This is an optimization exercise on Yosys and OpenROAD, whose aim is small area, a short achievable clock period and few clock cycles per item, not a production implementation.
Power figures rest on the tool's default switching activity, not on a simulated workload.

run 1:
==> flow/design.v (excerpt) <==
module cpu (
    input clk,
    input rst,
    input [15:0] sw,
    output [7:0] led
);
==> flow/config.mk <==
export PLATFORM = sky130hd
export DESIGN_NAME = cpu
export DESIGN_NICKNAME = cpu
export VERILOG_FILES = /design/flow/design.v
export SDC_FILE = /design/flow/constraint.sdc
export NUM_CORES = 4
export LEC_CHECK = 0
export CAP_MARGIN = 20
export CORE_MARGIN = 2
export CORE_UTILIZATION = 40
export SLEW_MARGIN = 20
==> flow/constraint.sdc <==
create_clock -name core_clock -period 8.0 [get_ports {clk}]
set_input_delay 1.6000 -clock core_clock [delete_from_list [all_inputs] [get_ports {clk}]]
set_output_delay 1.6000 -clock core_clock [all_outputs]
set_load 0.01 [all_outputs]
standard.sh (not shown) runs the stock make flow with config.mk's settings and CLKGATE_MAP_FILE= SYNTH_SCRIPT=/design/flow/synth_recipe.tcl, a recipe that flattens the netlist after the stock synthesis.
==> flow/flow/run.sh <==
#!/bin/bash
# The standard layout (standard.sh), with one change to synthesis: ABC maps
# the logic with this flow's abc.script (area mapping) instead of the ORFS
# script, and Yosys's adder extraction is skipped so ABC sees all the logic.
# Registers, flattening and renaming are those of the standard synthesis.
set -euo pipefail
here=$(pwd)
{ head -n 1 synth_recipe.tcl; cat flow/abc_override.tcl; tail -n +2 synth_recipe.tcl; } > my_synth.tcl
extra="ADDER_MAP_FILE= MY_ABC_SCRIPT=$here/flow/abc.script"
if [[ -f flow/make_args ]]; then extra="$extra $(cat flow/make_args)"; fi
sed -e "s#SYNTH_SCRIPT=[^ ]*#SYNTH_SCRIPT=$here/my_synth.tcl $extra#" standard.sh > my_standard.sh
bash my_standard.sh > flow.log 2>&1
==> flow/flow/abc.script <==
strash
dch
amap
topo
==> flow/flow/abc_override.tcl <==
# Run ABC with this flow's own script in place of the ORFS one (the rest of
# the standard synthesis is unchanged).
proc abc {args} {
  set i [lsearch -exact $args -script]
  if {$i >= 0} { set args [lreplace $args $i [expr {$i + 1}] -script $::env(MY_ABC_SCRIPT)] }
  yosys abc {*}$args
}
Setup changes, run 1 to run 2
-- flow/flow/run.sh --
<<< run 1, line 9
extra="ADDER_MAP_FILE= MY_ABC_SCRIPT=$here/flow/abc.script"
>>> run 2, line 9
extra="ADDER_MAP_FILE= MY_ABC_SCRIPT=$here/flow/abc.script MY_ABC_FAST=$here/flow/abc_fast.script"
==> flow/flow/abc.script <==
strash
dch
map
topo
==> flow/flow/abc_fast.script (new file) <==
strash
dch
map -D 100
topo
==> flow/flow/abc_override.tcl <==
# Run ABC with this flow's own scripts in place of the ORFS one (the rest of
# the standard synthesis is unchanged).  The logic fed by the input ports
# (up to the first flip-flops) is mapped first, for delay, with abc_fast.script,
# since the inputs arrive late in the cycle; the rest with abc.script.
proc abc {args} {
  set i [lsearch -exact $args -script]
  if {$i >= 0} { set args [lreplace $args $i [expr {$i + 1}]] }
  set i [lsearch -exact $args -D]
  if {$i >= 0} { set args [lreplace $args $i [expr {$i + 1}]] }
  yosys select -set my_incone i:* %co*:-sky130_fd_sc_hd__dfxtp_1
  yosys abc {*}$args -script $::env(MY_ABC_FAST) @my_incone
  yosys abc {*}$args -script $::env(MY_ABC_SCRIPT)
}
==> flow/flow/make_args (new file) <==
SETUP_SLACK_MARGIN=5.65
Results
For the post-layout net count, run 2 came in 13% higher than run 1 did. Run 2 reports a higher global routing met3 resource utilization than run 1 does. Run 2: final clock period utilization by the worst path 27 points below run 1. The total power number comes out lower for run 1 vs run 2. Final setup skew of run 1 is on par with run 2. Row register-to-register slack: run 2 higher / run 1 lower. Measured against each other, run 1 and run 2 differ in register area share after synthesis, the lower figure coming from run 2.
Input-level comparison between run 3 and run 2:
-- flow/flow/run.sh --
<<< run 2, line 9
extra="ADDER_MAP_FILE= MY_ABC_SCRIPT=$here/flow/abc.script MY_ABC_FAST=$here/flow/abc_fast.script"
>>> run 3, line 9
extra="ADDER_MAP_FILE= MY_ABC_SCRIPT=$here/flow/abc.script"
==> flow/flow/abc_override.tcl <==
# Run ABC with this flow's own script in place of the ORFS one (the rest of
# the standard synthesis is unchanged).
proc abc {args} {
  set i [lsearch -exact $args -script]
  if {$i >= 0} { set args [lreplace $args $i [expr {$i + 1}] -script $::env(MY_ABC_SCRIPT)] }
  yosys abc {*}$args
}
==> flow/flow/make_args <==
SETUP_SLACK_MARGIN=5.6
removed: flow/flow/abc_fast.script
Findings:
- Relative to run 2, the final non-filler cell area measured on run 3 has increased slightly.
- Run 3 vs run 2, non-clock buffer total of the final layout went up by 57%.
- Power per unit of standard cell area delta for run 3 relative to run 2: about 10% lower
- Of run 3 and run 2, the lower power belongs to run 3.
- In the flow results for run 3 and run 2, the final critical-path setup slack is smaller on run 3.
- | total length of routed wires | run 2 vs run 3 | ≈ equal |
Changes in run 4 relative to run 3:
# run 3
export LEC_CHECK = 0
export CAP_MARGIN = 20
export CORE_MARGIN = 2
export CORE_UTILIZATION = 40
export SLEW_MARGIN = 20
create_clock -name core_clock -period 8.0 [get_ports {clk}]
# run 4
export LEC_CHECK = 0
export CAP_MARGIN = 20
export CORE_MARGIN = 2
export CORE_UTILIZATION = 40
export SETUP_SLACK_MARGIN = 5
export SLEW_MARGIN = 20
create_clock -name core_clock -period 8.0 [get_ports {clk}]
==> flow/flow/abc.script <==
strash
dch
amap
topo
removed: flow/flow/make_args
Notes after the runs:
- Cell with the largest stage delay on the worst path = dfxtp_4: run 4; cell with the largest stage delay on the worst path = or2_4: run 3
- The global-route met3 utilization number comes out lower for run 3 vs run 4.
- Comparing run 3 with run 4, the clock transition at the registers of the reported paths came out essentially unchanged.
- [compare] base=run 3 new=run 4: combinational power share up 4.5 points, multi-input logic portion of the cell area down 0.58 points, non-clock buffer count in the final layout up 13.
- There was hardly any difference in hold slack between run 4 and run 3.
No functional check of the RTL was part of any run of this note.

-- port drivers added, routing unchanged --
In the flow no input, the clock included, has a driving cell. The finished layouts below were timed again as built, in two steps.
Step 1 (the two cells are an assumption about what drives the block):
set clk [get_ports {clk}]
set_driving_cell -lib_cell sky130_fd_sc_hd__clkbuf_16 $clk
set_driving_cell -lib_cell sky130_fd_sc_hd__buf_2 [delete_from_list [all_inputs] $clk]
Step 2 also shifts input and output timing later by t, the mid clock arrival at the registers, as if the neighbouring blocks saw the same clock.
Slacks: ideal / step 1 / step 2; pairs: ideal / step 1.
| run | t, ns | setup slack, ns | clock arrival spread, ns |
|---|---|---|---|
| run 1 | 0.276 | 3.463 / 3.463 / 3.463 | 0.006 / 0.006 |
| run 2 | 0.280 | 5.658 / 5.634 / 5.354 | 0.007 / 0.008 |
| run 3 | 0.281 | 5.381 / 5.340 / 5.059 | 0.006 / 0.006 |
| run 4 | 0.277 | 4.773 / 4.773 / 4.773 | 0.001 / 0.001 |
After both steps every run listed still meets setup and hold. For run 3, which loses most, drivers alone change the setup slack by -0.041 ns; drivers and shift together by -0.322 ns.
